Source: an optimization exercise on an open RTL-to-GDS flow (aim: small area). Production flows keep margins and buffers that such runs may drop.
At most, simulation tests tie the RTL to the original design; equivalence was not proved.
For run 1, only the layout was checked, not whether the RTL still works.
No run shown here takes its clock network from TritonCTS; it comes from the design's own scripts or RTL.
No driver is modelled on the clock port, so clock power and skew are understated where the tree is cut down; a real chip needs a root buffer or a tree.
Power figures rest on the tool's default switching activity, not on a simulated workload.

$ cat constraint.sdc
create_clock -name core_clock -period 18.0 [get_ports {CLK}]
set_input_delay 3.6000 -clock core_clock [delete_from_list [all_inputs] [get_ports {CLK}]]
set_output_delay 3.6000 -clock core_clock [all_outputs]
set_load 0.01 [all_outputs]
$ cat flow/clock_tree.tcl
# Post-CTS hook: replace the clock tree that CTS built with CLOCK_CLUSTERS
# buffers of type CLOCK_BUFFER, each driven by the clock port and driving the
# clock pins of one cluster of registers.
set block [ord::get_db_block]
set db [ord::get_db]
set master [$db findMaster $::env(CLOCK_BUFFER)]
set root_net [[$block findBTerm CLK] getNet]

proc is_clock_buffer { inst } {
  return [string match "sky130_fd_sc_hd__clkbuf_*" [[$inst getMaster] getName]]
}

# Walk the clock tree from the port: collect its buffers, nets and sinks.
set nets [list $root_net]
set bufs {}
set tree_nets {}
set sinks {}
while { [llength $nets] > 0 } {
  set net [lindex $nets 0]
  set nets [lrange $nets 1 end]
  foreach it [$net getITerms] {
    if { [$it isOutputSignal] } { continue }
    set inst [$it getInst]
    if { [is_clock_buffer $inst] } {
      lappend bufs $inst
      foreach o [$inst getITerms] {
        if { [$o isOutputSignal] && [$o getNet] != "NULL" } {
          lappend nets [$o getNet]
          lappend tree_nets [$o getNet]
        }
      }
    } else {
      lappend sinks $it
    }
  }
}
puts "clock_single: [llength $bufs] clock buffers, [llength $sinks] sinks"

# Split the sinks into clusters by position (k-means on x), one buffer each.
set pts {}
foreach it $sinks {
  set box [[$it getInst] getBBox]
  lappend pts [list $it [expr { ([$box xMin] + [$box xMax]) / 2 }] [expr { ([$box yMin] + [$box yMax]) / 2 }]]
}
set K $::env(CLOCK_CLUSTERS)
set cx {}
set cy {}
set sorted [lsort -real -index 1 $pts]
for { set k 0 } { $k < $K } { incr k } {
  set p [lindex $sorted [expr { int(($k + 0.5) * [llength $sorted] / $K) }]]
  lappend cx [lindex $p 1]
  lappend cy [lindex $p 2]
}
for { set iter 0 } { $iter < 20 } { incr iter } {
  set members {}
  for { set k 0 } { $k < $K } { incr k } { lappend members {} }
  foreach p $pts {
    set best 0
    set bd 1e30
    for { set k 0 } { $k < $K } { incr k } {
      set d [expr { abs([lindex $p 1] - [lindex $cx $k]) + abs([lindex $p 2] - [lindex $cy $k]) }]
      if { $d < $bd } { set bd $d; set best $k }
    }
    lset members $best [concat [lindex $members $best] [list $p]]
  }
  for { set k 0 } { $k < $K } { incr k } {
    set m [lindex $members $k]
    if { [llength $m] == 0 } { continue }
    set sx 0
    set sy 0
    foreach p $m { set sx [expr { $sx + [lindex $p 1] }]; set sy [expr { $sy + [lindex $p 2] }] }
    lset cx $k [expr { $sx / [llength $m] }]
    lset cy $k [expr { $sy / [llength $m] }]
  }
}
foreach b $bufs {
  odb::dbInst_destroy $b
}
foreach n $tree_nets {
  if { [llength [$n getITerms]] == 0 } {
    odb::dbNet_destroy $n
  }
}
for { set k 0 } { $k < $K } { incr k } {
  set m [lindex $members $k]
  if { [llength $m] == 0 } { continue }
  set leaf [odb::dbNet_create $block clknet_leaf_$k]
  $leaf setSigType CLOCK
  foreach p $m {
    set it [lindex $p 0]
    $it disconnect
    $it connect $leaf
  }
  set nb [odb::dbInst_create $block $master clkbuf_leaf_$k]
  [$nb findITerm A] connect $root_net
  [$nb findITerm X] connect $leaf
  $nb setLocation [expr { int([lindex $cx $k]) }] [expr { int([lindex $cy $k]) }]
  $nb setPlacementStatus PLACED
  puts "clock_single: buffer $k drives [llength $m] sinks"
}
global_connect
detailed_placement
check_placement -verbose
estimate_parasitics -placement
$ cat flow/run.sh
#!/bin/bash
# Standard ORFS flow (the standard.sh) with these changes:
#  - synthesis maps the logic with an area-oriented ABC script (deepsyn, then
#    amap or nf) and without full-adder extraction. Several ABC random seeds
#    are tried, each in a synthesis run of its own (cand/N), and the seed with
#    the smallest cell area is used for the layout. The synthesis script
#    itself (synth_recipe.tcl) is unchanged, and so are the registers;
#  - ports are buffered with the smallest buffer (buf_1);
#  - the clock is distributed by two clkbuf_16, each fed by the clock port
#    and driving one half of the registers (flow/clock_tree.tcl, run after
#    CTS), in place of the tree that CTS builds.
set -euo pipefail

abc_script() {  # abc_script SEED MAPPER
  printf 'strash\n&get -n\n&st\n&deepsyn -T 60 -S %s\n' "$1"
  if [[ $2 == amap ]]; then
    printf '&put\namap\n'
  else
    printf '&dch -f\n&nf -a -R 1000 -C 32 -F 8 -A 8\n&put\n'
  fi
}

candidates=("0 amap" "1 amap" "2 amap" "3 amap" "4 amap" "5 amap" "0 nf" "1 nf")
rm -rf cand
mkdir -p cand
run_candidate() {
  local i=$1 d=$PWD/cand/$1
  mkdir -p "$d"
  cp -r "$FLOW_HOME/scripts" "$d/scripts"
  abc_script ${candidates[$i]} > "$d/scripts/abc_area.script"
  sed "s#WORK_HOME=[^ ]*#WORK_HOME=$d/orfs#" standard.sh > "$d/standard.sh"
  bash "$d/standard.sh" SCRIPTS_DIR="$d/scripts" ABC_AREA=1 ADDER_MAP_FILE= synth > "$d/synth.log" 2>&1 || true
}
for i in "${!candidates[@]}"; do
  run_candidate "$i" &
  if (( i % 4 == 3 )); then wait; fi
done
wait

best=""
best_area=""
for i in "${!candidates[@]}"; do
  stat=cand/$i/orfs/reports/sky130hd/Elevator/base/synth_stat.txt
  [[ -f $stat ]] || continue
  area=$(awk '/Chip area/ {print $NF}' "$stat")
  echo "candidate $i (${candidates[$i]}): $area" >> candidates.log
  if [[ -z $best ]] || awk -v a="$area" -v b="$best_area" 'BEGIN {exit !(a < b)}'; then
    best=$i
    best_area=$area
  fi
done
echo "best: candidate $best (${candidates[$best]}): $best_area" >> candidates.log

rm -rf scripts_area
cp -r "$FLOW_HOME/scripts" scripts_area
abc_script ${candidates[$best]} > scripts_area/abc_area.script
bash standard.sh SCRIPTS_DIR="$PWD/scripts_area" ABC_AREA=1 ADDER_MAP_FILE= synth > synth.log 2>&1
echo "layout synthesis: $(awk '/Chip area/ {print $NF}' orfs/reports/sky130hd/Elevator/base/synth_stat.txt)" >> candidates.log
rm -rf cand/*/scripts

CLOCK_CLUSTERS=2 CLOCK_BUFFER=sky130_fd_sc_hd__clkbuf_16 bash standard.sh \
  "BUFFER_PORTS_ARGS=-buffer_cell sky130_fd_sc_hd__buf_1" \
  "CTS_ARGS=-sink_clustering_enable -repair_clock_nets -dont_use_dummy_load -root_buf sky130_fd_sc_hd__clkbuf_8 -buf_list sky130_fd_sc_hd__clkbuf_8" \
  "POST_CTS_TCL=$PWD/flow/clock_tree.tcl" \
  > layout.log 2>&1
$ cat design.v
`timescale 1ns / 1ps
module Elevator(input CLK,
					input rst,
					input [1:0] mode,
					input [3:0] request,
					output reg[3:0] currentFloor1,
					output reg[3:0] currentFloor2,
					output reg doorOpen1,
					output reg doorOpen2,
					output [3:0] listingLeds,
					output reg listBusy,
					output reg state);
reg [3:0] t0, t1, t2, t3, t4, t5, t6, t7;
reg [2:0] cur;
reg [3:0] tgt1, tgt2;
wire [7:0] e = {t7 == 0, t6 == 0, t5 == 0, t4 == 0,
                t3 == 0, t2 == 0, t1 == 0, t0 == 0};
wire [7:0] m = {t7 == request, t6 == request, t5 == request, t4 == request,
                t3 == request, t2 == request, t1 == request, t0 == request};
reg [3:0] shown;
always @* begin
	case (cur)
	3'd0: shown = t0; 3'd1: shown = t1; 3'd2: shown = t2; 3'd3: shown = t3;
	3'd4: shown = t4; 3'd5: shown = t5; 3'd6: shown = t6; default: shown = t7;
	endcase
end
assign listingLeds = listBusy ? shown : 4'd0;
wire [8:0] ex = {1'b1, e};
wire lastShown = ex[cur + 4'd1];
wire busyN = listBusy ? !lastShown : (mode == 2'd1 && !e[0]);
wire idle = !busyN;
wire addC = mode == 2'd0 && !listBusy && m == 8'd0;
wire [7:0] fe = e & ~{e[6:0], 1'b0};
wire delC = mode == 2'd2 && idle;
wire [7:0] mp = {|m[7:0], |m[6:0], |m[5:0], |m[4:0], |m[3:0], |m[2:0], |m[1:0], m[0]};
wire [7:0] dsh = delC ? mp : 8'd0;
wire workC = mode == 2'd3 && idle;
wire stop = doorOpen1 && doorOpen2 && e[0];
wire take1 = workC && doorOpen1 && !e[0];
wire take2 = workC && doorOpen2 && (doorOpen1 ? !e[1] : !e[0]);
wire sh2 = take1 && take2;
wire sh1 = take1 ^ take2;
wire [3:0] tn1 = doorOpen1 ? t0 : tgt1;
wire [3:0] tn2 = doorOpen2 ? (doorOpen1 ? t1 : t0) : tgt2;
wire en1 = workC && !(doorOpen1 && e[0]);
wire en2 = workC && !(doorOpen2 && (doorOpen1 ? e[1] : e[0]));
wire up1 = tn1 > currentFloor1;
wire up2 = tn2 > currentFloor2;
wire [3:0] fn1 = tn1 == currentFloor1 ? currentFloor1 : up1 ? currentFloor1 + 4'd1 : currentFloor1 - 4'd1;
wire [3:0] fn2 = tn2 == currentFloor2 ? currentFloor2 : up2 ? currentFloor2 + 4'd1 : currentFloor2 - 4'd1;
function [3:0] nxt;
	input r;
	input [3:0] cur_, n1, n2;
	input s1, s2, add;
	begin
		nxt = {4{!r}} & (({4{!s1 && !s2}} & (cur_ | {4{add}} & request)) | ({4{s1}} & n1) | ({4{s2}} & n2));
	end
endfunction
always @(posedge CLK) begin
	tgt1 <= tn1;
	t0 <= nxt(rst, t0, t1, t2, sh1 | dsh[0], sh2, addC & fe[0]);
	t1 <= nxt(rst, t1, t2, t3, sh1 | dsh[1], sh2, addC & fe[1]);
	t2 <= nxt(rst, t2, t3, t4, sh1 | dsh[2], sh2, addC & fe[2]);
	t3 <= nxt(rst, t3, t4, t5, sh1 | dsh[3], sh2, addC & fe[3]);
	t4 <= nxt(rst, t4, t5, t6, sh1 | dsh[4], sh2, addC & fe[4]);
	t5 <= nxt(rst, t5, t6, t7, sh1 | dsh[5], sh2, addC & fe[5]);
	t6 <= nxt(rst, t6, t7, 4'd0, sh1 | dsh[6], sh2, addC & fe[6]);
	t7 <= nxt(rst, t7, 4'd0, 4'd0, sh1 | dsh[7], sh2, addC & fe[7]);
	tgt2 <= tn2;
	if (!listBusy) cur <= 3'd0;
	else cur <= cur + 3'd1;
	if (rst) begin
		listBusy <= 1'b0;
		currentFloor1 <= 4'd1;
		currentFloor2 <= 4'd1;
		doorOpen1 <= 1'b1;
		doorOpen2 <= 1'b1;
		state <= 1'b0;
	end else begin
		listBusy <= busyN;
		if (workC) state <= !stop;
		if (en1) begin
			doorOpen1 <= fn1 == tn1;
			currentFloor1 <= fn1;
		end
		if (en2) begin
			doorOpen2 <= fn2 == tn2;
			currentFloor2 <= fn2;
		end
	end
end
endmodule
$ cat config.mk
export PLATFORM = sky130hd
export DESIGN_NAME = Elevator
export DESIGN_NICKNAME = Elevator
export VERILOG_FILES = /design/flow/design.v
export SDC_FILE = /design/flow/constraint.sdc
export NUM_CORES = 4
export LEC_CHECK = 0
export CAP_MARGIN = 0
export CORE_MARGIN = 2
export CORE_UTILIZATION = 70
export GPL_TIMING_DRIVEN = 0
export PLACE_DENSITY = 0.85
export SLEW_MARGIN = 0
$ cat standard.sh
#!/bin/bash
# synth_recipe.tcl (not shown) runs the flow's synth.tcl, then flattens the netlist and writes it again
# the make line also repeats each setting of config.mk as NAME=value (left out here)
make -C /OpenROAD-flow-scripts/flow DESIGN_CONFIG=/design/flow/config.mk WORK_HOME=/design/flow/orfs CLKGATE_MAP_FILE= SYNTH_SCRIPT=/design/flow/synth_recipe.tcl "${@:-finish}"
==> out/metrics.cfg, run 1 <==
[final_layout]
fill_cells = 327
fin_util = 0.771
syn_to_final_growth_pct = 6.52
n_antenna_cell = 0
drive_above_1_share = 0.00670
nets = 462
finalInstanceArea_um2 = 3330
fin_cells = 500

[synthesis]
synthCells = 423
synth_edf_count = 0
synthesis.area_per_instance_um2 = 7.40
syn-num-nets = 431
synth-seq-area-share = 0.352
yosysWarnings = 1
synth_area_leaders = dfxtp_1, a222oi_1, clkinv_1
synthArstFlopShare = 0
syn_area_um2 = 3130
yosysTopAreaCellShare = 0.352
synth-seq-cells = 55
synth_cell_types = 31
synth_ff_type = dfxtp_1
yosys.area.top_type = dfxtp_1

[route]
num_vias = 3780
drt-initial-drc-count = 917
dr.pass1.iters = 7
drc = 0
wl_per_cell_um = 20.3
via_per_inst = 7.56
finalWirelength_mm = 10.2
ant_nets = 0

[min_path]
min_path_cells = 1
hold_path_class = reg -> reg
worstHoldStart = cur[0]$_SDFF_PN0_
holdPathEnd = cur[0]$_SDFF_PN0_

[timing]
setup_viol = 0
fmax_ghz = 0.128
slew_violations = 0
clock_skew_ns = 0.0196
hold_ws_ns = 0.470
post-route-min-period_ns = 7.82
tns_ns = 0
rsz0062_at_grt = no
hold_violations = 0
worst_slew_pin_slew_ns = 0.995
slew_headroom = 0.336
fin_crit_sh = 0.435

[setup_path]
r2r_cells = 12
r2r-start = t1[3]$_DFF_P_
cp.arrival_ns = 7.91
crit_path_top_delay_cell = buf_1
end_kind = register
worst-setup-path-type = in -> reg
rr_endpoint = t6[0]$_DFF_P_
crit_fanout = 16
r2r_slack_ns = 13.97
cp.required_ns = 18.09
cpMostUsedCell = a31oi_1
slowest_delay_ns = 0.64
start_kind = input pin
crit_chain = buf_1 -> clkinv_1 -> a22oi_1 -> or4_1 -> o41ai_1 -> a31oi_1 -> nand2_1 -> a31oi_1 -> o41ai_1 -> a31oi_1 -> nand2_1 -> or3_1 -> nor3b_1 -> a222oi_1 -> o21ai_0

[clock_tree]
cts.clk_slew.worst_paths_ns = 0.10
clock-sinks = 55
clock_latency_ns = 0.18

[global_routing]
grt_max_degree = 34
busiest_layer = met2
grtUsageMet1 = 0.489
gr-total-overflow = 0
antenna_found_initial = 0
met2_usage = 0.657
grt_pass1_vias = 3450
grt.total_usage = 0.397
use_met3 = 0.0840
grt_first_pass_wirelength_mm = 16.1

[place]
place_area_um2 = 3280
placed_cells = 498
hpwl_mm = 7.48
port_buffers = 23
gp_congestion = 1.04

[die]
io_pins = 24
dieArea_um2 = 5020
die_height_um = 70.9
row_count = 24
die_w_um = 70.9
core_area_um2 = 4320
initial_core_util = 0.724

[run_status]
status = no timing/DRC/antenna violations

[power_and_ir_drop]
p_leak_nw = 1.06
ir_drop_mv = 0.0982
power.density_nw_per_um2 = 70.4

[job]
cap_violations = 0

==> registers in the layout, indices dropped and copies added (netlist names) <==
name,count
t4,4
t7,4
tgt2,4
tgt1,4
t1,4
doorOpen1,1
t2,4
doorOpen2,1
t5,4
cur,3
t6,4
listBusy,1
currentFloor1,4
t0,4
state,1
currentFloor2,4
t3,4
==> worst max-delay path: cells and delay by family <==
family | cells | cell delay [ns]
compound gates | 8 | 1.64
simple gates | 5 | 1.43
buf+inv | 2 | 1.23
==> cell families (layout without fill, tap and decap cells) <==
logic type / count (synthesis) / after routing / share of synthesized area
AO/OA/AOI/OAI: 174 / 174 / 0.389
buffers and inverters: 81 / 106 / 0.0972
flip-flops: 55 / 55 / 0.352
AND/OR/NAND/NOR: 113 / 113 / 0.162
==> worst max-delay path by stage <==
| stage | startpoint | end | slack [ns] | cells past startpoint |
|---|---|---|---|---|
| 6_report | request[1] | t5[0]$_DFF_P_ | 10.18 | 15 |
| 2_1_floorplan | request[1] | t5[0]$_DFF_P_ | 12.02 | 14 |
| 3_3_place_gp | request[1] | t5[0]$_DFF_P_ | 10.44 | 15 |
| 5_1_grt | request[0] | t5[0]$_DFF_P_ | 10.04 | 15 |
| 3_5_place_dp | request[1] | t5[0]$_DFF_P_ | 10.29 | 15 |
==> synth_stat cells (5+ instances only) <==
| master | number |
|---|---|
| a31oi_1 | 5 |
| o22ai_1 | 28 |
| a222oi_1 | 32 |
| nor2_1 | 53 |
| nand2_1 | 23 |
| o21ai_0 | 51 |
| clkinv_1 | 81 |
| nand3_1 | 8 |
| a22oi_1 | 12 |
| nor3_1 | 6 |
| nor4_1 | 10 |
| dfxtp_1 | 55 |
| o221ai_1 | 7 |
| a21oi_1 | 15 |
==> final cells by class <==
| class | instances | area (µm²) | area share |
|---|---|---|---|
| multi-input cells | 287 | 1730 | 0.518 |
| repair buffers | 23 | 86.3 | 0.0259 |
| flip-flops and latches | 55 | 1100 | 0.330 |
| inverters | 81 | 304 | 0.0912 |
| plain buffers | 2 | 50.0 | 0.0150 |
| well taps | 52 | 65.1 | 0.0195 |
==> per-stage QoR <==
| stage | power (mW) | worst slack [ns] |
|---|---|---|
| floorplan | 0.167 | 12.02 |
| global placement | 0.179 | 10.44 |
| detailed placement | 0.182 | 10.29 |
| global route | 0.242 | 10.04 |
| finish | 0.235 | 10.18 |
==> layout by cell type (no fill, tap or decap), types with 2 or more instances in the layout <==
| master | netlist | routed |
|---|---|---|
| o21a_1 | 3 | 3 |
| a21oi_1 | 15 | 15 |
| or4_1 | 2 | 2 |
| dfxtp_1 | 55 | 55 |
| a211oi_1 | 4 | 4 |
| o21ai_0 | 51 | 51 |
| nor3_1 | 6 | 6 |
| a31oi_1 | 5 | 5 |
| o221a_1 | 2 | 2 |
| nand2_1 | 23 | 23 |
| clkbuf_16 | 0 | 2 |
| a22oi_1 | 12 | 12 |
| or3_1 | 3 | 3 |
| a222oi_1 | 32 | 32 |
| clkinv_1 | 81 | 81 |
| nor4_1 | 10 | 10 |
| o32ai_1 | 3 | 3 |
| nor2b_1 | 3 | 3 |
| o41ai_1 | 2 | 2 |
| o22a_1 | 4 | 4 |
| nand3_1 | 8 | 8 |
| a221oi_1 | 4 | 4 |
| buf_1 | 0 | 23 |
| o221ai_1 | 7 | 7 |
| o22ai_1 | 28 | 28 |
| nor2_1 | 53 | 52 |
==> power by group <==
group	switching (mW)	internal [mW]
sequential	0.00429	0.126
combinational	0.0353	0.0163
clock	0.0319	0.0206
==> per-layer routing <==
| layer | wire [µm] | part of all wire | up-vias |
|---|---|---|---|
| met5 | 0 | 0 | - |
| met2 | 4670 | 0.46 | 332 |
| met4 | 518 | 0.051 | 0 |
| li1 | - | - | 1682 |
| met3 | 1300 | 0.13 | 82 |
| met1 | 3690 | 0.36 | 1684 |
==> inputs of run 2 (changes only) <==
--- a/design.v
+++ b/design.v
@@ -6,6 +6,6 @@
 					output reg[3:0] currentFloor1,
 					output reg[3:0] currentFloor2,
-					output reg doorOpen1,
-					output reg doorOpen2,
+					output doorOpen1,
+					output doorOpen2,
 					output [3:0] listingLeds,
 					output reg listBusy,
@@ -14,4 +14,6 @@
 reg [2:0] cur;
 reg [3:0] tgt1, tgt2;
+assign doorOpen1 = currentFloor1 == tgt1;
+assign doorOpen2 = currentFloor2 == tgt2;
 wire [7:0] e = {t7 == 0, t6 == 0, t5 == 0, t4 == 0,
                 t3 == 0, t2 == 0, t1 == 0, t0 == 0};
@@ -58,5 +60,4 @@
 endfunction
 always @(posedge CLK) begin
-	tgt1 <= tn1;
 	t0 <= nxt(rst, t0, t1, t2, sh1 | dsh[0], sh2, addC & fe[0]);
 	t1 <= nxt(rst, t1, t2, t3, sh1 | dsh[1], sh2, addC & fe[1]);
@@ -67,5 +68,4 @@
 	t6 <= nxt(rst, t6, t7, 4'd0, sh1 | dsh[6], sh2, addC & fe[6]);
 	t7 <= nxt(rst, t7, 4'd0, 4'd0, sh1 | dsh[7], sh2, addC & fe[7]);
-	tgt2 <= tn2;
 	if (!listBusy) cur <= 3'd0;
 	else cur <= cur + 3'd1;
@@ -74,6 +74,6 @@
 		currentFloor1 <= 4'd1;
 		currentFloor2 <= 4'd1;
-		doorOpen1 <= 1'b1;
-		doorOpen2 <= 1'b1;
+		tgt1 <= 4'd1;
+		tgt2 <= 4'd1;
 		state <= 1'b0;
 	end else begin
@@ -81,9 +81,9 @@
 		if (workC) state <= !stop;
 		if (en1) begin
-			doorOpen1 <= fn1 == tn1;
+			tgt1 <= tn1;
 			currentFloor1 <= fn1;
 		end
 		if (en2) begin
-			doorOpen2 <= fn2 == tn2;
+			tgt2 <= tn2;
 			currentFloor2 <= fn2;
 		end
--- a/flow/run.sh
+++ b/flow/run.sh
@@ -21,5 +21,5 @@
 }
 
-candidates=("0 amap" "1 amap" "2 amap" "3 amap" "4 amap" "5 amap" "0 nf" "1 nf")
+candidates=("1 amap" "2 amap" "3 amap" "4 amap" "5 amap" "6 amap" "7 amap" "8 amap" "1 nf" "2 nf" "3 nf" "4 nf")
 rm -rf cand
 mkdir -p cand
==> run 2 against run 1 <==
Via count is 0.37% higher. Combinational power grew to 3.0 times the previous value. Hold slack better by 0.013 ns. Power is 45% higher. Register-to-register slack worse by 0.62 ns. First-iteration DRC count is 28% lower. Clock power is 3% lower. Clock skew is 0.0052 ns lower. Still clean. Maximum frequency is 3.7% lower. Highest routed layer unchanged.
==> out/metrics.cfg, run 2 <==
[timing]
clock_skew_ns = 0.0145  ; -0.00516 ns
post-route-min-period_ns = 8.12  ; +0.298 ns
setup_viol = 0  ; unchanged
worst_slew_pin_slew_ns = 1.07  ; +0.0754 ns
fmax_ghz = 0.123  ; -3.7%
fin_crit_sh = 0.451  ; +0.0165
hold_violations = 0  ; unchanged
slew_violations = 0  ; unchanged
tns_ns = 0  ; unchanged
rsz0062_at_grt = no
slew_headroom = 0.282  ; -0.0539

[clock_tree]
clock_latency_ns = 0.17  ; about the same
clock-sinks = 53  ; -3.6%
cts.clk_slew.worst_paths_ns = 0.11  ; about the same

[final_layout]
final_common_cell = clkinv_1
n_antenna_cell = 0  ; unchanged
fin_util = 0.771  ; unchanged
drive_above_1_share = 0.0116  ; +0.00488
finalInstanceArea_um2 = 3330  ; unchanged
fill_cells = 322  ; -1.5%
nets = 446  ; -3.5%
syn_to_final_growth_pct = 7.20
final_cell_mix = clkinv_1, dfxtp_1, o21ai_0, nor2_1, a222oi_1

[place]
port_buffers = 23  ; unchanged
hpwl_mm = 7.30  ; -2.4%
place_area_um2 = 3280  ; -0.11%
gp_congestion = 0.988  ; -4.6%

[die]
core_area_um2 = 4320  ; unchanged
initial_core_util = 0.719  ; -0.00463
die_height_um = 70.6  ; -0.30%
io_pins = 24  ; unchanged
row_count = 24  ; unchanged
die_w_um = 70.6  ; -0.30%
dieArea_um2 = 4990  ; -0.61%

[route]
drc = 0  ; unchanged
num_vias = 3794  ; +0.37%
drt-initial-drc-count = 658  ; -28%
ant_nets = 0  ; unchanged
finalWirelength_mm = 10.5  ; +2.9%
via_per_inst = 7.84  ; +3.7%
dr.pass1.iters = 10  ; +3
wl_per_cell_um = 21.6  ; +6.3%

[min_path]
hold_path_class = reg -> reg
min_path_cells = 1  ; unchanged

[synthesis]
synth-seq-cells = 53  ; -3.6%
synthMuxAreaShare = 0  ; unchanged
yosysTopAreaCellShare = 0.341  ; -0.0106
yosysWarnings = 1  ; unchanged
synthesis.area_per_instance_um2 = 7.66  ; +3.5%
synth_top_family_by_area = compound AO/OA/AOI/OAI gates
synth-seq-area-share = 0.341  ; -0.0106
synth_edf_count = 0  ; unchanged
synthArstFlopShare = 0  ; unchanged
synth_adder_area_share = 0  ; unchanged
synth_ff_type = dfxtp_1
synth.most_common_cell = clkinv_1
synth_compound_area_frac = 0.432  ; +0.0427
synthSimpleGateAreaFrac = 0.135  ; -0.0267
synth_area_leaders = dfxtp_1, a222oi_1, clkinv_1
syn-num-nets = 414  ; -3.9%
synthCells = 406  ; -4.0%
syn_area_um2 = 3110  ; -0.64%
synth-xor-area-share = 0  ; unchanged
yosys.area.top_type = dfxtp_1
synth_cell_types = 40  ; +29%
synthTopCellsByCount = clkinv_1, dfxtp_1, o21ai_0

[global_routing]
antenna_found_initial = 0  ; unchanged
grt_max_degree = 31  ; -8.8%
gr-total-overflow = 0  ; unchanged
grt.total_usage = 0.422  ; +0.0251
grt_pass1_vias = 3560  ; +3.2%
grt_first_pass_wirelength_mm = 17.1  ; +6.1%

[setup_path]
cp.arrival_ns = 8.19  ; +0.28 ns
crit_fanout = 17  ; +1
r2r_cells = 15  ; +3
cp.required_ns = 18.07  ; -0.02 ns
start_kind = input pin
r2r_slack_ns = 13.35  ; -0.62 ns
worst-setup-path-type = in -> reg
end_kind = register

[power_and_ir_drop]
p_leak_nw = 1.03  ; -2.6%
power.density_nw_per_um2 = 102  ; +45%
ir_drop_mv = 0.0579  ; -41%

[job]
cap_violations = 0  ; unchanged

[run_status]
status = no timing/DRC/antenna violations

-- run 2: changes by cell type after synthesis, sizes merged, moves of 4 or more --
cell / delta
nand3: -4
nor2: -18
nor3b: +4
a22oi: +9
o22ai: +4
clkinv: -5
o21ai: -5
a21oi: -4
-- run 2: cell type report --
cell class                 count  area (µm²)  share of cell area
buffer                         2        50.0              0.0150
inverter                      76         285              0.0856
timing repair buffer          24        97.6              0.0293
multi-input combinational    277        1770               0.532
sequential                    53        1060               0.318
tap                           52        65.1              0.0195
-- run 2: per-layer routing --
metal,GRT usage,up-vias,part of all wire
met3,0.0684,86,0.14
met5,0,-,0
met1,0.547,1673,0.36
met4,0.256,0,0.066
li1,-,1670,-
met2,0.665,365,0.43
-- run 2: path summary, 6_finish.rpt --
path / end / startpoint
hold / removal: cur[0]$_SDFF_PN0_ / cur[0]$_SDFF_PN0_
setup reg to reg: t6[1]$_DFF_P_ / currentFloor1[2]$_SDFFE_PP0P_
hold reg to reg: cur[0]$_SDFF_PN0_ / cur[0]$_SDFF_PN0_
setup / recovery: t2[0]$_DFF_P_ / request[3]
-- run 2: cell families (layout without fill, tap and decap cells) --
kind of cell | count (synthesis) | in the layout
compound gates | 187 | 187
buf+inv | 76 | 102
flops | 53 | 53
simple gates | 90 | 90
-- run 2: worst max-delay path, cell delays in order --
cell,delay [ns]
buf_1,0.66
clkinv_1,0.59
a22oi_1,0.37
or4_1,0.19
o41ai_1,0.10
a31o_1,0.22
a31oi_1,0.25
o41a_1,0.28
o41ai_1,0.14
a31oi_1,0.30
nand2_1,0.11
or3_1,0.47
nor3b_1,0.50
a222oi_1,0.21
o21ai_0,0.19
-- run 2: stage by stage --
step	hold slack [ns]	total power [mW]	setup WS, ns	instances
floorplan	0.430	0.245	11.90	406
global placement	0.449	0.278	10.24	481
detailed placement	0.456	0.283	10.16	482
global route	0.501	0.360	9.79	484
finish	0.482	0.340	9.88	484
-- run 2: where the power goes --
group          total (mW)  switching (mW)  internal (mW)
clock              0.0510          0.0304         0.0206
combinational       0.153           0.105         0.0481
sequential          0.136          0.0111          0.125
==> inputs of run 3 (changes only) <==
--- a/flow/run.sh
+++ b/flow/run.sh
@@ -7,6 +7,6 @@
 #    itself (synth_recipe.tcl) is unchanged, and so are the registers;
 #  - ports are buffered with the smallest buffer (buf_1);
-#  - the clock is distributed by two clkbuf_16, each fed by the clock port
-#    and driving one half of the registers (flow/clock_tree.tcl, run after
+#  - the clock is distributed by four clkbuf_8, each fed by the clock port
+#    and driving a quarter of the registers (flow/clock_tree.tcl, run after
 #    CTS), in place of the tree that CTS builds.
 set -euo pipefail
@@ -59,5 +59,5 @@
 rm -rf cand/*/scripts
 
-CLOCK_CLUSTERS=2 CLOCK_BUFFER=sky130_fd_sc_hd__clkbuf_16 bash standard.sh \
+CLOCK_CLUSTERS=4 CLOCK_BUFFER=sky130_fd_sc_hd__clkbuf_8 bash standard.sh \
   "BUFFER_PORTS_ARGS=-buffer_cell sky130_fd_sc_hd__buf_1" \
   "CTS_ARGS=-sink_clustering_enable -repair_clock_nets -dont_use_dummy_load -root_buf sky130_fd_sc_hd__clkbuf_8 -buf_list sky130_fd_sc_hd__clkbuf_8" \
==> run 3 against run 2 <==
Clock skew grew 0.012 ns. Synthesized cell count is the same. Global-route usage increased by 0.26 points. Maximum frequency rose by 0.76%. Die area did not move. Final cell count increased by 0.41%. Wire length up 0.16%. Critical path depth is the same. Hold slack worse by 0.0063 ns.
==> out/metrics.cfg, run 3 <==
[setup_path]
end_kind = register
start_kind = input pin
cp.required_ns = 18.06  ; about the same
cp.arrival_ns = 8.11  ; -0.08 ns
crit_fanout = 15  ; -2
r2r_slack_ns = 13.38  ; +0.03 ns
worst-setup-path-type = in -> reg

[synthesis]
synth-seq-cells = 53  ; unchanged
yosys.area.top_type = dfxtp_1
synth_top_family_by_area = compound AO/OA/AOI/OAI gates
synthTopCellsByCount = clkinv_1, dfxtp_1, o21ai_0
synth_edf_count = 0  ; unchanged
synthMuxAreaShare = 0  ; unchanged
synth-seq-area-share = 0.341  ; unchanged
yosysWarnings = 1  ; unchanged
synthCells = 406  ; unchanged
synth_adder_area_share = 0  ; unchanged
yosysTopAreaCellShare = 0.341  ; unchanged
synth_area_leaders = dfxtp_1, a222oi_1, clkinv_1
synth_ff_type = dfxtp_1
synth.most_common_cell = clkinv_1
synthSimpleGateAreaFrac = 0.135  ; unchanged
synth_compound_area_frac = 0.432  ; unchanged
synth-xor-area-share = 0  ; unchanged
synthesis.area_per_instance_um2 = 7.66  ; unchanged
syn-num-nets = 414  ; unchanged
syn_area_um2 = 3110  ; unchanged
synthArstFlopShare = 0  ; unchanged
synth_cell_types = 40  ; unchanged

[die]
core_area_um2 = 4320  ; unchanged
die_w_um = 70.6  ; unchanged
dieArea_um2 = 4990  ; unchanged
initial_core_util = 0.719  ; unchanged
die_height_um = 70.6  ; unchanged
row_count = 24  ; unchanged
io_pins = 24  ; unchanged

[timing]
setup_viol = 0  ; unchanged
hold_violations = 0  ; unchanged
post-route-min-period_ns = 8.06  ; -0.0610 ns
worst_slew_pin_slew_ns = 1.08  ; +0.0106 ns
clock_skew_ns = 0.0265  ; +0.0120 ns
fin_crit_sh = 0.448  ; -0.00339
tns_ns = 0  ; unchanged
slew_headroom = 0.275  ; -0.00710
fmax_ghz = 0.124  ; +0.76%
rsz0062_at_grt = no
slew_violations = 0  ; unchanged

[final_layout]
final_common_cell = clkinv_1
fin_cells = 486  ; +0.41%
drive_above_1_share = 0.0161  ; +0.00455
n_antenna_cell = 0  ; unchanged
syn_to_final_growth_pct = 7.36
final_cell_mix = clkinv_1, dfxtp_1, o21ai_0, nor2_1, a222oi_1
nets = 448  ; +0.45%

[power_and_ir_drop]
p_leak_nw = 1.03  ; +0.40%
power.density_nw_per_um2 = 102  ; -0.26%
ir_drop_mv = 0.0761  ; +32%

[route]
ant_nets = 0  ; unchanged
wl_per_cell_um = 21.6  ; -0.25%
drt-initial-drc-count = 719  ; +9.3%
dr.pass1.iters = 8  ; -2
via_per_inst = 7.74  ; -1.2%
finalWirelength_mm = 10.5  ; +0.16%
drc = 0  ; unchanged
num_vias = 3764  ; -0.79%

[global_routing]
grt_max_degree = 19  ; -39%
grt_first_pass_wirelength_mm = 17.0  ; -0.56%
grt.total_usage = 0.425  ; +0.00265
grt_pass1_vias = 3568  ; +0.22%
antenna_found_initial = 0  ; unchanged
gr-total-overflow = 0  ; unchanged

[job]
cap_violations = 0  ; unchanged

[place]
hpwl_mm = 7.30  ; unchanged
port_buffers = 23  ; unchanged
gp_congestion = 0.988  ; unchanged
placed_cells = 482  ; unchanged

[clock_tree]
cts.clk_slew.worst_paths_ns = 0.07  ; -0.04 ns
clock-sinks = 53  ; unchanged
clock_latency_ns = 0.16  ; about the same

[min_path]
hold_path_class = reg -> reg

[run_status]
status = no timing/DRC/antenna violations

[run 3: path summary, 6_finish.rpt]
kind | cells past startpoint | endpoint | start
setup / recovery | 15 | t3[0]$_DFF_P_ | request[0]
hold / removal | 1 | cur[0]$_SDFF_PN0_ | cur[0]$_SDFF_PN0_
setup reg to reg | 15 | t6[3]$_DFF_P_ | currentFloor1[2]$_SDFFE_PP0P_
hold reg to reg | 1 | cur[0]$_SDFF_PN0_ | cur[0]$_SDFF_PN0_
[run 3: layout make-up]
class	instances	area, µm²
Buffer	4	55.1
Fill cell	322	986
Inverter	76	285
Tap cell	52	65.1
Sequential cell	53	1060
Timing Repair Buffer	24	97.6
Multi-Input combinational cell	277	1770
[run 3: critical path: stages]
cell      delay, ns
buf_1          0.62
clkinv_1       0.63
o22ai_1        0.30
or4_1          0.19
o41ai_1        0.10
a31o_1         0.22
a31oi_1        0.24
o41a_1         0.28
o41ai_1        0.14
a31oi_1        0.28
nand2_1        0.12
or3_1          0.47
nor3b_1        0.57
a222oi_1       0.22
o21ai_0        0.14
[run 3: per-stage QoR]
| step | total power, mW | setup slack, ns | utilization | instance area, µm² | hold slack (ns) |
|---|---|---|---|---|---|
| after floorplan | 0.245 | 11.90 | - | 3110 | 0.430 |
| after detailed placement | 0.283 | 10.16 | 0.758 | 3280 | 0.456 |
| after global placement | 0.278 | 10.24 | 0.754 | 3260 | 0.449 |
| final | 0.340 | 9.94 | 0.772 | 3340 | 0.476 |
| after global routing | 0.359 | 9.81 | 0.772 | 3340 | 0.497 |
[run 3: power breakdown]
group	switching, mW	internal, mW	total (mW)
Combinational	0.104	0.0481	0.152
Sequential	0.0112	0.125	0.136
Clock	0.0313	0.0205	0.0517
Total	0.146	0.194	0.340
[run 3: metal layers]
metal	wire length, µm	global-route usage	vias to the layer above	part of all wire
li1	-	-	1674	-
met1	3850	0.534	1670	0.37
met2	4560	0.653	339	0.43
met3	1400	0.0969	81	0.13
met4	673	0.285	0	0.064
met5	0	0	-	0
[run 3: logic make-up after synthesis]
logic type             after synthesis
AOI/OAI and AO/OA                  187
buffers and inverters               76
DFF                                 53
and+or+nand+nor                     90
==> inputs of run 4 (changes only) <==
--- a/design.v
+++ b/design.v
@@ -49,6 +49,8 @@
 wire up1 = tn1 > currentFloor1;
 wire up2 = tn2 > currentFloor2;
-wire [3:0] fn1 = tn1 == currentFloor1 ? currentFloor1 : up1 ? currentFloor1 + 4'd1 : currentFloor1 - 4'd1;
-wire [3:0] fn2 = tn2 == currentFloor2 ? currentFloor2 : up2 ? currentFloor2 + 4'd1 : currentFloor2 - 4'd1;
+wire stay1 = doorOpen1 && t0 == currentFloor1;
+wire stay2 = doorOpen2 && (doorOpen1 ? t1 : t0) == currentFloor2;
+wire [3:0] fn1 = stay1 ? currentFloor1 : up1 ? currentFloor1 + 4'd1 : currentFloor1 - 4'd1;
+wire [3:0] fn2 = stay2 ? currentFloor2 : up2 ? currentFloor2 + 4'd1 : currentFloor2 - 4'd1;
 function [3:0] nxt;
 	input r;
--- a/flow/run.sh
+++ b/flow/run.sh
@@ -7,6 +7,6 @@
 #    itself (synth_recipe.tcl) is unchanged, and so are the registers;
 #  - ports are buffered with the smallest buffer (buf_1);
-#  - the clock is distributed by four clkbuf_8, each fed by the clock port
-#    and driving a quarter of the registers (flow/clock_tree.tcl, run after
+#  - the clock is distributed by two clkbuf_16, each fed by the clock port
+#    and driving one half of the registers (flow/clock_tree.tcl, run after
 #    CTS), in place of the tree that CTS builds.
 set -euo pipefail
@@ -21,5 +21,5 @@
 }
 
-candidates=("1 amap" "2 amap" "3 amap" "4 amap" "5 amap" "6 amap" "7 amap" "8 amap" "1 nf" "2 nf" "3 nf" "4 nf")
+candidates=("1 amap" "2 amap" "3 amap" "4 amap" "5 amap" "6 amap" "7 amap" "8 amap" "9 amap" "10 amap" "1 nf" "2 nf" "3 nf" "4 nf" "5 nf" "6 nf")
 rm -rf cand
 mkdir -p cand
@@ -59,5 +59,5 @@
 rm -rf cand/*/scripts
 
-CLOCK_CLUSTERS=4 CLOCK_BUFFER=sky130_fd_sc_hd__clkbuf_8 bash standard.sh \
+CLOCK_CLUSTERS=2 CLOCK_BUFFER=sky130_fd_sc_hd__clkbuf_16 bash standard.sh \
   "BUFFER_PORTS_ARGS=-buffer_cell sky130_fd_sc_hd__buf_1" \
   "CTS_ARGS=-sink_clustering_enable -repair_clock_nets -dont_use_dummy_load -root_buf sky130_fd_sc_hd__clkbuf_8 -buf_list sky130_fd_sc_hd__clkbuf_8" \
==> run 4 against run 3 <==
Critical endpoint is now t4[1]$_DFF_P_. Clock power is 3% lower. Largest power group is now sequential cells. Largest cell class unchanged. Power is 22% lower. Area after synthesis is 0.36% lower. Sequential power is 7% lower. Clock skew is 0.019 ns lower.
==> out/metrics.cfg, run 4 <==
[synthesis]
synth_cell_types = 29  ; -28%
yosys.area.top_type = dfxtp_1
synth-xor-area-share = 0  ; unchanged
synthesis.area_per_instance_um2 = 7.45  ; -2.8%
synth-seq-cells = 53  ; unchanged
yosysWarnings = 1  ; unchanged
yosysTopAreaCellShare = 0.342  ; +0.00124
synthSimpleGateAreaFrac = 0.137  ; +0.00130
synth_edf_count = 0  ; unchanged
synth.most_common_cell = clkinv_1
synthCells = 416  ; +2.5%
synth-seq-area-share = 0.342  ; +0.00124
syn-num-nets = 424  ; +2.4%
synth_ff_type = dfxtp_1
synthMuxAreaShare = 0  ; unchanged
synth_compound_area_frac = 0.418  ; -0.0138
synth_top_family_by_area = compound AO/OA/AOI/OAI gates
synth_area_leaders = dfxtp_1, a222oi_1, clkinv_1
synthTopCellsByCount = clkinv_1, o21ai_0, dfxtp_1
synthArstFlopShare = 0  ; unchanged
syn_area_um2 = 3100  ; -0.36%
synth_adder_area_share = 0  ; unchanged

[min_path]
hold_path_class = reg -> reg
min_path_cells = 2  ; +1

[die]
die_w_um = 70.5  ; -0.17%
core_area_um2 = 4290  ; -0.69%
row_count = 24  ; unchanged
io_pins = 24  ; unchanged
die_height_um = 70.5  ; -0.17%
dieArea_um2 = 4970  ; -0.34%
initial_core_util = 0.721  ; +0.00241

[route]
drt-initial-drc-count = 792  ; +10%
dr.pass1.iters = 10  ; +2
finalWirelength_mm = 10.2  ; -2.5%
ant_nets = 0  ; unchanged
wl_per_cell_um = 20.7  ; -4.1%
num_vias = 3765  ; +0.027%
via_per_inst = 7.62  ; -1.6%
drc = 0  ; unchanged

[place]
port_buffers = 23  ; unchanged
hpwl_mm = 7.18  ; -1.6%
gp_congestion = 0.979  ; -0.93%
dp_worst_setup_slack_ns = 10.54  ; +0.376 ns

[timing]
fin_crit_sh = 0.429  ; -0.0187
rsz0062_at_grt = no
clock_skew_ns = 0.00748  ; -0.0190 ns
post-route-min-period_ns = 7.72  ; -0.337 ns
slew_headroom = 0.128  ; -0.147
slew_violations = 0  ; unchanged
worst_slew_pin_slew_ns = 1.30  ; +0.214 ns
fin_ws_ns = 10.28  ; +0.337 ns
hold_violations = 0  ; unchanged
tns_ns = 0  ; unchanged
setup_viol = 0  ; unchanged
hold_ws_ns = 0.484  ; +0.00820 ns
fmax_ghz = 0.130  ; +4.4%

[final_layout]
fill_cells = 327  ; +1.6%
final_common_cell = clkinv_1
drive_above_1_share = 0.00905  ; -0.00708
fin_util = 0.772  ; about the same
final_cell_mix = clkinv_1, o21ai_0, dfxtp_1, nor2_1, a222oi_1
nets = 456  ; +1.8%
syn_to_final_growth_pct = 7.03
n_antenna_cell = 0  ; unchanged

[setup_path]
start_kind = input pin
crit_fanout = 16  ; +1
end_kind = register
r2r_cells = 14  ; -1
crit_chain = buf_1 -> clkinv_1 -> a22oi_1 -> nor4_1 -> a31oi_1 -> nand2_1 -> a31oi_1 -> nand2_1 -> a31oi_1 -> nand2_1 -> a31oi_1 -> nand2_1 -> nor3_1 -> a222oi_1 -> o21ai_0
cp.required_ns = 18.09  ; +0.03 ns
cp.arrival_ns = 7.81  ; -0.30 ns
worst-setup-path-type = in -> reg
crit_path_top_delay_cell = buf_1
slowest_delay_ns = 0.67  ; +0.04 ns

[clock_tree]
clock-sinks = 53  ; unchanged
cts.clk_slew.worst_paths_ns = 0.10  ; +0.03 ns
clock_latency_ns = 0.16  ; about the same

[power_and_ir_drop]
ir_drop_mv = 0.0678  ; -11%
p_leak_nw = 1.04  ; +0.86%
power.density_nw_per_um2 = 79.9  ; -22%
power.total_uw = 265  ; -22%

[global_routing]
grt.total_usage = 0.406  ; -0.0191
antenna_found_initial = 0  ; unchanged
gr-total-overflow = 0  ; unchanged
grt_first_pass_wirelength_mm = 16.2  ; -4.7%
grt_max_degree = 28  ; +9
grt_pass1_vias = 3303  ; -7.4%

[job]
cap_violations = 0  ; unchanged

[run_status]
status = no timing/DRC/antenna violations

==> run 4: cell count changes after synthesis, sizes merged, moves of 5 or more <==
cell,change
a221oi,+6
o21ai,+9
nand2,+7
a31oi,+5
nor3b,-5
a21oi,-7
clkinv,+9
o221ai,+7
a22oi,-10
==> run 4: cell type report <==
type                       instances  area [µm²]  area share
multi-input combinational        278        1720       0.520
sequential                        53        1060       0.320
inverter                          85         319      0.0962
timing repair buffer              24        97.6      0.0294
tap                               52        65.1      0.0196
buffer                             2        50.0      0.0151
==> run 4: path summary, 6_finish.rpt <==
path                                      startpoint  slack, ns              endpoint
worst min register to register  tgt1[3]$_SDFFE_PP0P_       0.48  tgt1[3]$_SDFFE_PP0P_
worst min-delay path            tgt1[3]$_SDFFE_PP0P_       0.48  tgt1[3]$_SDFFE_PP0P_
worst max-delay path                      request[2]      10.28         t4[1]$_DFF_P_
worst max register to register  tgt1[1]$_SDFFE_PP0P_      13.46         t0[3]$_DFF_P_
==> run 4: worst max-delay path: cells and delay by family <==
kind | cells | cell delay, ns
buffers and inverters | 2 | 1.28
and+or+nand+nor | 6 | 1.26
AOI/OAI and AO/OA | 7 | 1.65
==> run 4: kinds of logic after synthesis <==
group                  Yosys count
buffers and inverters           85
flip-flops                      53
AND/OR/NAND/NOR                 97
AO/OA/AOI/OAI                  181
==> run 4: layer usage <==
layer,vias to the layer above,global-route usage,share of wire
met5,-,0,0
met4,0,0.137,0.044
met3,70,0.107,0.15
met2,345,0.596,0.42
met1,1662,0.580,0.38
li1,1688,-,-
==> run 4: power breakdown <==
part	internal, mW	total [mW]	switching, mW
registers	0.122	0.127	0.00548
logic	0.0240	0.0876	0.0636
clock network	0.0205	0.0499	0.0294
==> run 4: metrics by stage <==
step	instances	cell area (µm²)
2_1_floorplan	416	3100
3_3_place_gp	491	3250
3_5_place_dp	492	3270
5_1_grt	494	3320
6_report	494	3320
==> inputs of run 5 (changes only) <==
--- a/design.v
+++ b/design.v
@@ -53,21 +53,22 @@
 wire [3:0] fn1 = stay1 ? currentFloor1 : up1 ? currentFloor1 + 4'd1 : currentFloor1 - 4'd1;
 wire [3:0] fn2 = stay2 ? currentFloor2 : up2 ? currentFloor2 + 4'd1 : currentFloor2 - 4'd1;
+wire [3:0] addReq = addC ? request : 4'd0;
 function [3:0] nxt;
 	input r;
 	input [3:0] cur_, n1, n2;
-	input s1, s2, add;
+	input s1, s2;
 	begin
-		nxt = {4{!r}} & (({4{!s1 && !s2}} & (cur_ | {4{add}} & request)) | ({4{s1}} & n1) | ({4{s2}} & n2));
+		nxt = {4{!r}} & (({4{!s1 && !s2}} & cur_) | ({4{s1}} & (n1 | addReq)) | ({4{s2}} & n2));
 	end
 endfunction
 always @(posedge CLK) begin
-	t0 <= nxt(rst, t0, t1, t2, sh1 | dsh[0], sh2, addC & fe[0]);
-	t1 <= nxt(rst, t1, t2, t3, sh1 | dsh[1], sh2, addC & fe[1]);
-	t2 <= nxt(rst, t2, t3, t4, sh1 | dsh[2], sh2, addC & fe[2]);
-	t3 <= nxt(rst, t3, t4, t5, sh1 | dsh[3], sh2, addC & fe[3]);
-	t4 <= nxt(rst, t4, t5, t6, sh1 | dsh[4], sh2, addC & fe[4]);
-	t5 <= nxt(rst, t5, t6, t7, sh1 | dsh[5], sh2, addC & fe[5]);
-	t6 <= nxt(rst, t6, t7, 4'd0, sh1 | dsh[6], sh2, addC & fe[6]);
-	t7 <= nxt(rst, t7, 4'd0, 4'd0, sh1 | dsh[7], sh2, addC & fe[7]);
+	t0 <= nxt(rst, t0, t1, t2, sh1 | dsh[0] | addC & fe[0], sh2);
+	t1 <= nxt(rst, t1, t2, t3, sh1 | dsh[1] | addC & fe[1], sh2);
+	t2 <= nxt(rst, t2, t3, t4, sh1 | dsh[2] | addC & fe[2], sh2);
+	t3 <= nxt(rst, t3, t4, t5, sh1 | dsh[3] | addC & fe[3], sh2);
+	t4 <= nxt(rst, t4, t5, t6, sh1 | dsh[4] | addC & fe[4], sh2);
+	t5 <= nxt(rst, t5, t6, t7, sh1 | dsh[5] | addC & fe[5], sh2);
+	t6 <= nxt(rst, t6, t7, 4'd0, sh1 | dsh[6] | addC & fe[6], sh2);
+	t7 <= nxt(rst, t7, 4'd0, 4'd0, sh1 | dsh[7] | addC & fe[7], sh2);
 	if (!listBusy) cur <= 3'd0;
 	else cur <= cur + 3'd1;
==> run 5 against run 4 <==
Register-to-register slack got worse by 0.77 ns. First-iteration DRC count fell by 29%. Still clean on timing, DRC and antenna. Sequential power rose by 3%. Highest routed layer unchanged.
==> out/metrics.cfg, run 5 <==
[timing]
worst_slew_pin_slew_ns = 1.03  ; -0.269 ns
setup_viol = 0  ; unchanged
fin_crit_sh = 0.430  ; +0.00130
fin_ws_ns = 10.26  ; -0.0234 ns
slew_headroom = 0.313  ; +0.185
tns_ns = 0  ; unchanged
rsz0062_at_grt = no
fmax_ghz = 0.129  ; -0.30%
hold_violations = 0  ; unchanged
slew_violations = 0  ; unchanged
post-route-min-period_ns = 7.74  ; +0.0234 ns
clock_skew_ns = 0.00821  ; +0.000738 ns

[setup_path]
start_kind = input pin
end_kind = register
cp.required_ns = 18.06  ; -0.03 ns
crit_fanout = 11  ; -5
cp.arrival_ns = 7.81  ; about the same
worst-setup-path-type = in -> reg

[global_routing]
grt_max_degree = 28  ; unchanged
grt.total_usage = 0.422  ; +0.0162
grt_pass1_vias = 3390  ; +2.6%
gr-total-overflow = 0  ; unchanged
grt_first_pass_wirelength_mm = 16.7  ; +3.3%
antenna_found_initial = 0  ; unchanged

[power_and_ir_drop]
power.internal_uw = 174  ; +4.8%
clkPwrFrac = 0.190  ; about the same
ir_drop_mv = 0.0545  ; -20%
seq_power_share = 0.471  ; -0.010
power.density_nw_per_um2 = 84.6  ; +6.0%
switching_share = 0.374  ; +0.00166
switchingPower_uw = 104  ; +5.5%
p_leak_nw = 1.03  ; -1.3%
power_frac_comb = 0.339  ; +0.008
power.total_uw = 278  ; +5.0%

[route]
num_vias = 3762  ; -0.080%
ant_nets = 0  ; unchanged
drt-initial-drc-count = 565  ; -29%
drc = 0  ; unchanged
wl_per_cell_um = 21.0  ; +1.6%
finalWirelength_mm = 10.4  ; +1.6%
via_per_inst = 7.62  ; about the same
dr.pass1.iters = 8  ; -2

[die]
initial_core_util = 0.718  ; -0.00321
io_pins = 24  ; unchanged
row_count = 24  ; unchanged
die_w_um = 70.4  ; -0.21%
core_area_um2 = 4290  ; unchanged
dieArea_um2 = 4950  ; -0.43%
die_height_um = 70.4  ; -0.21%

[synthesis]
synthMuxAreaShare = 0  ; unchanged
synth_cell_types = 27  ; -6.9%
synthTopCellsByCount = clkinv_1, dfxtp_1, o21ai_0
synth.most_common_cell = clkinv_1
synth-seq-area-share = 0.344  ; +0.00153
synth_area_leaders = dfxtp_1, clkinv_1, o21ai_0
synth_adder_area_share = 0  ; unchanged
synth-seq-cells = 53  ; unchanged
yosysTopAreaCellShare = 0.344  ; +0.00153
synthCells = 417  ; +0.24%
synth_top_family_by_area = compound AO/OA/AOI/OAI gates
synthArstFlopShare = 0  ; unchanged
yosysWarnings = 1  ; unchanged
synth_edf_count = 0  ; unchanged
synth_compound_area_frac = 0.432  ; +0.0140
yosys.area.top_type = dfxtp_1
synthSimpleGateAreaFrac = 0.124  ; -0.0124
syn-num-nets = 425  ; +0.24%
synthesis.area_per_instance_um2 = 7.40  ; -0.68%
synth-xor-area-share = 0  ; unchanged
synth_ff_type = dfxtp_1
syn_area_um2 = 3080  ; -0.44%

[place]
gp_congestion = 1.04  ; +6.5%
dp_worst_setup_slack_ns = 10.53  ; -0.00330 ns
port_buffers = 23  ; unchanged
hpwl_mm = 7.38  ; +2.8%

[final_layout]
drive_above_1_share = 0.00452  ; -0.00452
final_common_cell = clkinv_1
multi_input_area_um2 = 1720  ; -0.44%
final_cell_mix = clkinv_1, o21ai_0, dfxtp_1, nor2_1, o221ai_1
n_antenna_cell = 0  ; unchanged
syn_to_final_growth_pct = 6.53
regArea_um2 = 1060  ; unchanged
fill_cells = 328  ; +0.31%
nets = 456  ; unchanged

[clock_tree]
clock-sinks = 53  ; unchanged
clock_latency_ns = 0.17  ; about the same
cts.clk_slew.worst_paths_ns = 0.11  ; about the same

[job]
cap_violations = 0  ; unchanged

[run_status]
status = no timing/DRC/antenna violations

[min_path]
hold_path_class = reg -> reg

[run 5: cell count changes after synthesis, sizes merged, moves of 4 or more]
cell / change
or2: +4
nand4: -4
o221ai: +18
a31oi: +4
nand3: +7
nor3: -5
a221oi: +4
o32ai: +6
a222oi: -25
nand2: -16
a21oi: +14
a22oi: +4
[run 5: logic make-up (layout without fill, tap and decap cells)]
kind of cell,after synthesis,in the layout
AO/OA/AOI/OAI,196,196
buffers and inverters,82,107
flip-flops,53,53
AND/OR/NAND/NOR,86,86
[run 5: path summary, 6_finish.rpt]
kind | slack, ns | cells past startpoint | from | end
max | 10.26 | 15 | request[2] | t5[2]$_DFF_P_
min | 0.49 | 1 | cur[0]$_SDFF_PN0_ | cur[0]$_SDFF_PN0_
max reg2reg | 12.69 | 13 | currentFloor1[0]$_SDFFE_PP1P_ | t0[2]$_DFF_P_
min reg2reg | 0.49 | 1 | cur[0]$_SDFF_PN0_ | cur[0]$_SDFF_PN0_
[run 5: area by class of cell]
| cell class | count | area share |
|---|---|---|
| repair buffers | 23 | 0.0263 |
| inverters | 82 | 0.0937 |
| well taps | 52 | 0.0198 |
| multi-input cells | 282 | 0.522 |
| flip-flops and latches | 53 | 0.323 |
| plain buffers | 2 | 0.0152 |
[run 5: critical path, stage by stage]
cell      delay [ns]
buf_1           0.49
clkinv_1        0.58
o22ai_1         0.26
nor4_1          0.11
a31oi_1         0.23
nand2_1         0.13
a31oi_1         0.23
nand2_1         0.14
a31oi_1         0.24
nand2_1         0.14
a31oi_1         0.28
nand3_1         0.42
nor2_1          0.66
o21ai_0         0.19
o221ai_1        0.11
[run 5: through the flow]
step / util / area, µm² / instances / hold slack (ns)
after global routing: 0.765 / 3290 / 494 / 0.495
final: 0.765 / 3290 / 494 / 0.489
after detailed placement: 0.753 / 3240 / 492 / 0.449
after floorplan: - / 3080 / 417 / 0.430
after global placement: 0.753 / 3240 / 492 / 0.437
[run 5: power by group through the flow]
stage	registers, mW	clock network, mW	logic [mW]
floorplan	0.132	0	0.0667
global placement	0.133	0	0.0878
detailed placement	0.133	0	0.0904
global route	0.131	0.0555	0.103
finish	0.131	0.0529	0.0943
[run 5: per-layer routing]
metal,vias up,track usage,part of all wire
met5,-,0,0
met4,0,0.207,0.053
met3,66,0.0823,0.14
met2,336,0.651,0.43
met1,1672,0.564,0.37
li1,1688,-,-
==> inputs of run 6 (changes only) <==
--- a/design.v
+++ b/design.v
@@ -23,9 +23,9 @@
 always @* begin
 	case (cur)
-	3'd0: shown = t0; 3'd1: shown = t1; 3'd2: shown = t2; 3'd3: shown = t3;
+	3'd0: shown = listBusy ? t0 : 4'd0; 3'd1: shown = t1; 3'd2: shown = t2; 3'd3: shown = t3;
 	3'd4: shown = t4; 3'd5: shown = t5; 3'd6: shown = t6; default: shown = t7;
 	endcase
 end
-assign listingLeds = listBusy ? shown : 4'd0;
+assign listingLeds = shown;
 wire [8:0] ex = {1'b1, e};
 wire lastShown = ex[cur + 4'd1];
@@ -71,5 +71,5 @@
 	t6 <= nxt(rst, t6, t7, 4'd0, sh1 | dsh[6] | addC & fe[6], sh2);
 	t7 <= nxt(rst, t7, 4'd0, 4'd0, sh1 | dsh[7] | addC & fe[7], sh2);
-	if (!listBusy) cur <= 3'd0;
+	if (rst || !listBusy || !busyN) cur <= 3'd0;
 	else cur <= cur + 3'd1;
 	if (rst) begin
==> run 6 against run 5 <==
Still clean. Final cell count fell by 1.2%. Design area fell by 0.95%. Area after synthesis fell by 1.0%. Synthesized cell count fell by 1.4%. Hold slack got worse by 0.016 ns. First-iteration DRC count rose by 7.1%. Wire length rose by 2.8%. Sequential power fell by 6%. Maximum frequency rose by 2.9%. Via count rose by 1.5%. Critical endpoint is now t1[2]$_DFF_P_. Largest cell class unchanged.
==> out/metrics.cfg, run 6 <==
[timing]
clock_skew_ns = 0.0300  ; +0.0218 ns
slew_violations = 0  ; unchanged
hold_violations = 0  ; unchanged
worst_slew_pin_slew_ns = 0.979  ; -0.0484 ns
tns_ns = 0  ; unchanged
slew_headroom = 0.347  ; +0.0342
fin_crit_sh = 0.418  ; -0.0122
post-route-min-period_ns = 7.52  ; -0.220 ns
fmax_ghz = 0.133  ; +2.9%
fin_ws_ns = 10.48  ; +0.220 ns
rsz0062_at_grt = no
setup_viol = 0  ; unchanged

[clock_tree]
clock_latency_ns = 0.18  ; about the same
cts.clk_slew.worst_paths_ns = 0.12  ; about the same
clock-sinks = 53  ; unchanged

[setup_path]
cp.arrival_ns = 7.60  ; -0.21 ns
r2r_cells = 13  ; unchanged
end_kind = register
r2r-start = t1[1]$_DFF_P_
start_kind = input pin
rr_endpoint = t1[2]$_DFF_P_
worst-setup-path-type = in -> reg
cp.required_ns = 18.08  ; +0.02 ns
r2r_slack_ns = 13.05  ; +0.36 ns
crit_fanout = 10  ; -1

[die]
dieArea_um2 = 4910  ; -0.95%
io_pins = 24  ; unchanged
row_count = 24  ; unchanged
core_area_um2 = 4260  ; -0.70%
die_w_um = 70.0  ; -0.48%
die_height_um = 70.0  ; -0.48%
initial_core_util = 0.716  ; -0.00228

[global_routing]
grt.total_usage = 0.427  ; +0.00462
grt_first_pass_wirelength_mm = 16.7  ; -0.13%
grt_max_degree = 31  ; +11%
grt_pass1_vias = 3472  ; +2.4%
gr-total-overflow = 0  ; unchanged
antenna_found_initial = 0  ; unchanged

[route]
wl_per_cell_um = 21.9  ; +4.0%
drc = 0  ; unchanged
drt-initial-drc-count = 605  ; +7.1%
ant_nets = 0  ; unchanged
dr.pass1.iters = 12  ; +4
num_vias = 3819  ; +1.5%
finalWirelength_mm = 10.7  ; +2.8%
via_per_inst = 7.83  ; +2.8%

[synthesis]
yosysTopAreaCellShare = 0.348  ; +0.00352
synth_edf_count = 0  ; unchanged
syn_area_um2 = 3050  ; -1.0%
yosysWarnings = 1  ; unchanged
syn-num-nets = 419  ; -1.4%
synth.most_common_cell = clkinv_1
synthesis.area_per_instance_um2 = 7.43  ; +0.43%
synth_ff_type = dfxtp_1
synth_cell_types = 26  ; -3.7%
synthTopCellsByCount = clkinv_1, dfxtp_1, nor2_1
synthArstFlopShare = 0  ; unchanged
synth-seq-area-share = 0.348  ; +0.00352
synthCells = 411  ; -1.4%
synth-seq-cells = 53  ; unchanged
synth_area_leaders = dfxtp_1, o22ai_1, clkinv_1
yosys.area.top_type = dfxtp_1

[power_and_ir_drop]
ir_drop_mv = 0.0698  ; +28%
power.density_nw_per_um2 = 69.2  ; -18%
p_leak_nw = 1.00  ; -2.5%
power.total_uw = 225  ; -19%

[min_path]
hold_path_class = reg -> reg
worstHoldStart = cur[0]$_SDFF_PP0_
holdPathEnd = cur[0]$_SDFF_PP0_
min_path_cells = 1  ; unchanged

[place]
port_buffers = 23  ; unchanged
gp_congestion = 1.02  ; -1.9%
dp_worst_setup_slack_ns = 10.64  ; +0.112 ns
hpwl_mm = 7.30  ; -1.1%

[final_layout]
final_common_cell = clkinv_1
n_antenna_cell = 0  ; unchanged
final_cell_mix = clkinv_1, dfxtp_1, nor2_1, o22ai_1, o21ai_0
nets = 450  ; -1.3%
drive_above_1_share = 0.00459  ; +0.0000623
syn_to_final_growth_pct = 6.60  ; about the same

[job]
cap_violations = 0  ; unchanged

[run_status]
status = no timing/DRC/antenna violations

-- run 6: changes by cell type after synthesis, moves of 3 or more --
cell,delta
a21oi_1,-10
a311oi_1,+4
a31oi_1,-7
clkinv_1,-13
nand2_1,+9
nand3_1,+4
nor2_1,+8
o21ai_0,-14
o22ai_1,+15
o32ai_1,-3
or4_1,+4
-- run 6: worst max path at each step --
stage	from	to	slack [ns]	depth (start not counted)
floorplan	mode[0]	t2[1]$_DFF_P_	12.00	12
global placement	request[0]	t1[0]$_DFF_P_	10.68	15
detailed placement	request[0]	t1[2]$_DFF_P_	10.64	17
global route	request[3]	t1[1]$_DFF_P_	10.26	17
finish	request[0]	t1[2]$_DFF_P_	10.48	17
-- run 6: per-layer routing --
metal | global-route usage | part of all wire
met1 | 0.535 | 0.35
met2 | 0.679 | 0.44
met3 | 0.0967 | 0.14
met4 | 0.235 | 0.072
met5 | 0 | 0
-- run 6: through the flow --
stage	cells	hold WS [ns]	area (µm²)	util
final	488	0.473	3250	0.763
after detailed placement	486	0.454	3200	0.751
after global placement	486	0.446	3200	0.751
after global routing	488	0.503	3250	0.763
after floorplan	411	0.429	3050	-
-- run 6: cells by family after synthesis --
family,count (synthesis),share of synthesized area
buf+inv,69,0.0848
simple gates,113,0.166
compound gates,176,0.401
flops,53,0.348
-- run 6: cell type report --
class                   instances  area [µm²]
multi-input cells             289        1730
well taps                      52        65.1
flip-flops and latches         53        1060
inverters                      69         259
fillers                       328        1010
plain buffers                   2        50.0
repair buffers                 23        86.3
-- run 6: worst max-delay path, cell delays in order --
cell and delay (ns):
buf_1 0.49, clkinv_1 0.57, o22ai_1 0.26, nor4_1 0.11
a31oi_1 0.20, nand2_1 0.11, a31oi_1 0.22, nand2_1 0.10
a31oi_1 0.30, nand2_1 0.10, a31oi_1 0.21, nand3_1 0.29
clkinv_1 0.27, a311oi_1 0.16, nor2_1 0.28, o21ai_0 0.19
o221ai_1 0.14
-- run 6: where the power goes --
| part | internal, mW | total [mW] | switching [mW] |
|---|---|---|---|
| sequential | 0.120 | 0.123 | 0.00334 |
| combinational | 0.0139 | 0.0510 | 0.0371 |
| clock | 0.0206 | 0.0509 | 0.0304 |

static timing again, ports no longer ideal:
How much do the figures lean on ideal ports? The routed layouts below were timed once more, with nothing changed but the port constraints.
Step 1 assumes that a clkbuf_16 drives the clock port and a buf_2 every other input.
Step 2 moves the port delays by t, midway between the first and last clock arrival at a register: inputs arrive t later, outputs are due t later. That takes back most of the time a late clock gives input paths.
Three values: ideal ports, drivers, drivers and shift; two values: the first two.
run	t, ns	setup WS [ns]	worst setup path after step 2	worst slew at a driven data input, ns	cell pins on the clock port's net
run 1	0.214	10.179 / 10.199 / 9.984	input to register	0.03	2
run 2	0.211	9.881 / 9.904 / 9.693	input to register	0.04	2
run 3	0.210	9.942 / 9.977 / 9.767	input to register	0.03	4
run 4	0.207	10.279 / 10.301 / 10.094	input to register	0.03	2
run 5	0.211	10.255 / 10.277 / 10.066	input to register	0.03	2
run 6	0.212	10.476 / 10.503 / 10.291	input to register	0.03	2
After both steps setup and hold are still met in every run listed. The setup slack of run 1, which loses most, moves by +0.020 ns with the drivers and by -0.195 ns with both steps.
